This is an optimization exercise on Yosys and OpenROAD, whose aim is small area, a short achievable clock period and few clock cycles per item, not a production implementation.
At most, simulation tests tie the RTL to the original design; equivalence was not proved.
Power figures rest on the tool's default switching activity, not on a simulated workload.

==> module xillybus_wrapper, before the edit <==
module xillybus_wrapper (
    input         ap_clk,
    input         ap_rst,
    input  [31:0] in_r_dout,
    input         in_r_empty_n,
    output        in_r_read,
    output [31:0] out_r_din,
    input         out_r_full_n,
    output        out_r_write
);
    localparam K = 7;
    function [1:0] step3(input [1:0] m, input b);
        case ({m, b})
            3'b000: step3 = 2'd0;
            3'b001: step3 = 2'd1;
            3'b010: step3 = 2'd2;
            3'b011: step3 = 2'd0;
            3'b100: step3 = 2'd1;
            3'b101: step3 = 2'd2;
            default: step3 = 2'bxx;
        endcase
    endfunction
    function [9-K:0] divtop(input [9-K:0] x);
        reg [1:0] m;
        reg [7:K] q;
        integer j;
        begin
            m = 2'd0;
            for (j = 9 - K; j >= 0; j = j - 1) begin
                if (j + K <= 7) q[j + K] = m[1] | (m[0] & x[j]);
                m = step3(m, x[j]);
            end
            divtop = {q, m};
        end
    endfunction
    wire [7:0] R = in_r_dout[23:16];
    wire [7:0] G = in_r_dout[15:8];
    wire [7:0] B = in_r_dout[7:0];
    wire [7:0] a = R ^ G ^ B;
    wire [7:0] c = (R & G) | (R & B) | (G & B);
    wire [K:0]   lo = {1'b0, a[K-1:0]} + {1'b0, c[K-2:0], 1'b0};
    wire [9-K:0] hi0 = {2'b00, a[7:K]} + {1'b0, c[7:K-1]};
    wire [9-K:0] hi1 = {2'b00, a[7:K]} + {1'b0, c[7:K-1]} + 1'b1;
    wire [9-K:0] d0 = divtop(hi0);
    wire [9-K:0] d1 = divtop(hi1);
    wire [9-K:0] dt = lo[K] ? d1 : d0;
    reg          vld;
    reg  [7:K]   qh;      
    reg  [1:0]   mh;      
    reg  [K-1:0] sl;      
    wire ready = ~vld | out_r_full_n;
    assign in_r_read   = in_r_empty_n & ready;
    assign out_r_write = vld & out_r_full_n;
    always @(posedge ap_clk) begin
        if (ap_rst) vld <= 1'b0;
        else if (ready) vld <= in_r_empty_n;
        if (ready) begin
            qh <= dt[9-K:2];
            mh <= dt[1:0];
            sl <= lo[K-1:0];
        end
    end
    reg [1:0] m [0:K];
    reg [K-1:0] ql;
    integer i;
    always @* begin
        m[K] = mh;
        for (i = K - 1; i >= 0; i = i - 1) m[i] = step3(m[i+1], sl[i]);
        for (i = 0; i < K; i = i + 1) ql[i] = m[i+1][1] | (m[i+1][0] & sl[i]);
    end
    assign out_r_din = {24'd0, qh, ql};
endmodule
clock: 7.0 ns
lec_check: 0
abc_area: 1
cap_margin: 20
core_area: 2.3 2.72 58.42 59.84
die_area: 0 0 60.5 62.2
setup_slack_margin: 3.5
slew_margin: 20
standard.sh (not shown) runs the stock make flow with config.mk's settings and CLKGATE_MAP_FILE= SYNTH_SCRIPT=/design/flow/synth_recipe.tcl, a recipe that flattens the netlist after the stock synthesis.
==> flow/flow/run.sh <==
#!/bin/bash
# Standard ORFS layout with two changes: every port buffer starts as a
# sky130_fd_sc_hd__buf_1 (the resizer may still resize it), and the constant
# outputs share the one tie cell synthesis made instead of one tie cell each.
set -euo pipefail
bash standard.sh SKIP_REPAIR_TIE_FANOUT=1 \
  "BUFFER_PORTS_ARGS=-buffer_cell sky130_fd_sc_hd__buf_1" finish > standard_flow.log 2>&1
Rerun with:
==> flow/design.v (replaced) <==
module xillybus_wrapper (
    input         ap_clk,
    input         ap_rst,
    input  [31:0] in_r_dout,
    input         in_r_empty_n,
    output        in_r_read,
    output [31:0] out_r_din,
    input         out_r_full_n,
    output        out_r_write
);
    localparam K = 6;
    function [1:0] step3(input [1:0] m, input b);
        case ({m, b})
            3'b000: step3 = 2'd0;
            3'b001: step3 = 2'd1;
            3'b010: step3 = 2'd2;
            3'b011: step3 = 2'd0;
            3'b100: step3 = 2'd1;
            3'b101: step3 = 2'd2;
            default: step3 = 2'd0;
        endcase
    endfunction
    wire [7:0] R = in_r_dout[23:16];
    wire [7:0] G = in_r_dout[15:8];
    wire [7:0] B = in_r_dout[7:0];
    wire [9:0] sum = R + G + B;
    reg [1:0] mt [K:10];
    reg [7:K] qt;
    integer i;
    always @* begin
        mt[10] = 2'd0;
        for (i = 9; i >= K; i = i - 1) mt[i] = step3(mt[i+1], sum[i]);
        for (i = K; i < 8; i = i + 1) qt[i] = mt[i+1][1] | (mt[i+1][0] & sum[i]);
    end
    reg          vld;
    reg  [7:K]   qh;      
    reg  [1:0]   mh;      
    reg  [K-1:0] sl;      
    wire ready = ~vld | out_r_full_n;
    assign in_r_read   = in_r_empty_n & ready;
    assign out_r_write = vld & out_r_full_n;
    always @(posedge ap_clk) begin
        if (ap_rst) vld <= 1'b0;
        else if (ready) vld <= in_r_empty_n;
        if (ready) begin
            qh <= qt;
            mh <= mt[K];
            sl <= sum[K-1:0];
        end
    end
    reg [1:0] m [0:K];
    reg [K-1:0] ql;
    always @* begin
        m[K] = mh;
        for (i = K - 1; i >= 0; i = i - 1) m[i] = step3(m[i+1], sl[i]);
        for (i = 0; i < K; i = i + 1) ql[i] = m[i+1][1] | (m[i+1][0] & sl[i]);
    end
    assign out_r_din = {24'd0, qh, ql};
endmodule
Effect:
- design area drops by 1.5%
- utilization drops by 0.70 points
- area after synthesis drops by 1.8%
- sequential power barely changes
- routed wire length drops by 6.6%
- global-route usage drops by 0.68 points
- clock skew barely changes
- non-clock buffer count climbs by 1
- first-iteration DRC count drops by 11%
- count of clock-buffer cells in the layout is unchanged
- total power drops by 8.6%
- clock power climbs by about 3%
- worst hold slack gets better by 13 ps
Function was not checked in any run of this note: the RTL went through the layout flow alone.

* * *

xillybus_wrapper, a different RTL version from the one above (not shown whole).
Size in the first run: about 190 cells after synthesis, ~1400 sq um of cells after synthesis.
==> module xillybus_wrapper, before the edit <==
module xillybus_wrapper (
    input         ap_clk,
    input         ap_rst,
    input  [31:0] in_r_dout,
    input         in_r_empty_n,
    output        in_r_read,
    output [31:0] out_r_din,
    input         out_r_full_n,
    output        out_r_write
);
    localparam K = 5;
    function [1:0] step3(input [1:0] m, input b);
        case ({m, b})
            3'b000: step3 = 2'd0;
            3'b001: step3 = 2'd1;
            3'b010: step3 = 2'd2;
            3'b011: step3 = 2'd0;
            3'b100: step3 = 2'd1;
            3'b101: step3 = 2'd2;
            default: step3 = 2'bxx;
        endcase
    endfunction
    wire [7:0] R = in_r_dout[23:16];
    wire [7:0] G = in_r_dout[15:8];
    wire [7:0] B = in_r_dout[7:0];
    wire [9:0] sum = R + G + B;
    reg [1:0] mt [K:10];
    reg [7:K] qt;
    integer i;
    always @* begin
        mt[10] = 2'd0;
        for (i = 9; i >= K; i = i - 1) mt[i] = step3(mt[i+1], sum[i]);
        for (i = K; i < 8; i = i + 1) qt[i] = mt[i+1][1] | (mt[i+1][0] & sum[i]);
    end
    reg          vld;
    reg  [7:K]   qh;      
    reg  [1:0]   mh;      
    reg  [K-1:0] sl;      
    wire ready = ~vld | out_r_full_n;
    assign in_r_read   = in_r_empty_n & ready;
    assign out_r_write = vld & out_r_full_n;
    always @(posedge ap_clk) begin
        if (ap_rst) vld <= 1'b0;
        else if (ready) vld <= in_r_empty_n;
        if (ready) begin
            qh <= qt;
            mh <= mt[K];
            sl <= sum[K-1:0];
        end
    end
    reg [1:0] m [0:K];
    reg [K-1:0] ql;
    always @* begin
        m[K] = mh;
        for (i = K - 1; i >= 0; i = i - 1) m[i] = step3(m[i+1], sl[i]);
        for (i = 0; i < K; i = i + 1) ql[i] = m[i+1][1] | (m[i+1][0] & sl[i]);
    end
    assign out_r_din = {24'd0, qh, ql};
endmodule
==> flow/config.mk <==
export PLATFORM = sky130hd
export DESIGN_NAME = xillybus_wrapper
export DESIGN_NICKNAME = xillybus_wrapper
export VERILOG_FILES = /design/flow/design.v
export SDC_FILE = /design/flow/constraint.sdc
export NUM_CORES = 4
export LEC_CHECK = 0
export ABC_AREA = 1
export CAP_MARGIN = 20
export CORE_AREA = 2.3 2.72 58.42 59.84
export DIE_AREA = 0 0 60.5 62.2
export SETUP_SLACK_MARGIN = 3.3
export SLEW_MARGIN = 20
==> flow/constraint.sdc <==
create_clock -name core_clock -period 7.0 [get_ports {ap_clk}]
set_input_delay 1.4000 -clock core_clock [delete_from_list [all_inputs] [get_ports {ap_clk}]]
set_output_delay 1.4000 -clock core_clock [all_outputs]
set_load 0.01 [all_outputs]
Scripts as last shown in full above: flow/flow/run.sh
Rerun with:
==> flow/design.v (replaced) <==
module xillybus_wrapper (
    input         ap_clk,
    input         ap_rst,
    input  [31:0] in_r_dout,
    input         in_r_empty_n,
    output        in_r_read,
    output [31:0] out_r_din,
    input         out_r_full_n,
    output        out_r_write
);
    function [1:0] step3(input [1:0] m, input b);
        case ({m, b})
            3'b000: step3 = 2'd0;
            3'b001: step3 = 2'd1;
            3'b010: step3 = 2'd2;
            3'b011: step3 = 2'd0;
            3'b100: step3 = 2'd1;
            3'b101: step3 = 2'd2;
            default: step3 = 2'bxx;
        endcase
    endfunction
    wire [7:0] R = in_r_dout[23:16];
    wire [7:0] G = in_r_dout[15:8];
    wire [7:0] B = in_r_dout[7:0];
    reg        vld;
    reg  [9:0] s;
    wire ready = ~vld | out_r_full_n;
    assign in_r_read   = in_r_empty_n & ready;
    assign out_r_write = vld & out_r_full_n;
    always @(posedge ap_clk) begin
        if (ap_rst) vld <= 1'b0;
        else if (ready) vld <= in_r_empty_n;
        if (ready) s <= R + G + B;
    end
    reg [1:0] m [0:10];
    reg [7:0] q;
    integer i;
    always @* begin
        m[10] = 2'd0;
        for (i = 9; i >= 0; i = i - 1) m[i] = step3(m[i+1], s[i]);
        for (i = 0; i < 8; i = i + 1) q[i] = m[i+1][1] | (m[i+1][0] & s[i]);
    end
    assign out_r_din = {24'd0, q};
endmodule
Design area rose by 4.8%.
Power rose by 49%.
Setup slack gets worse by 0.024 ns.
Utilization rose by 2.2 points.
Critical path depth does not change.
Register-to-register slack gets better by 0.04 ns.
Via count fell by 8.2%.
Global-route usage rose by 0.25 points.
Worst hold slack gets worse by 0.027 ns.
Area after synthesis fell by 3.7%.
Die area is unchanged.
Fmax fell by 0.68%.
Wire length rose by 6.8%.
Non-clock buffer count stays the same.
Testbench counts after the change, summed over its fixed seeds: cycles 8,008, items 8,000.
For the first run of this note, only the layout was checked, not whether the RTL still works.

afterwards: timing with drivers on the ports:
No port has a modelled driver above. Below, the same layouts with a new extraction and two added sets of constraints. Step 1, drivers: a clkbuf_16 drives ap_clk and a buf_2 each remaining input, both assumed. Step 2 times the ports against the registers' clock, not the clock port: input delays grow and output delays shrink by t, the midpoint of the rising clock arrivals with the driver on. Three values: no drivers, after step 1, after step 2; two values: the first two.
run | shift t [ns] | setup WS [ns] | worst setup path at the end | clock arrival spread, ns | pins driven straight from the clock port
the first run of note 1 | 0.275 | 3.626 / 3.607 / 3.361 | input to register | 0.004 / 0.003 | 1
the second run of note 1 | 0.280 | 3.660 / 3.660 / 3.381 | input to register | 0.002 / 0.001 | 1
the first run of note 2 | 0.277 | 3.470 / 3.471 / 3.195 | input to register | 0.003 / 0.003 | 1
the second run of note 2 | 0.274 | 3.445 / 3.425 / 3.336 | input to register | 0.001 / 0.001 | 1
After both steps every run listed still meets setup and hold. The setup slack of the second run of note 1, which loses most, moves by 0.000 ns with the drivers and by -0.279 ns with both steps.
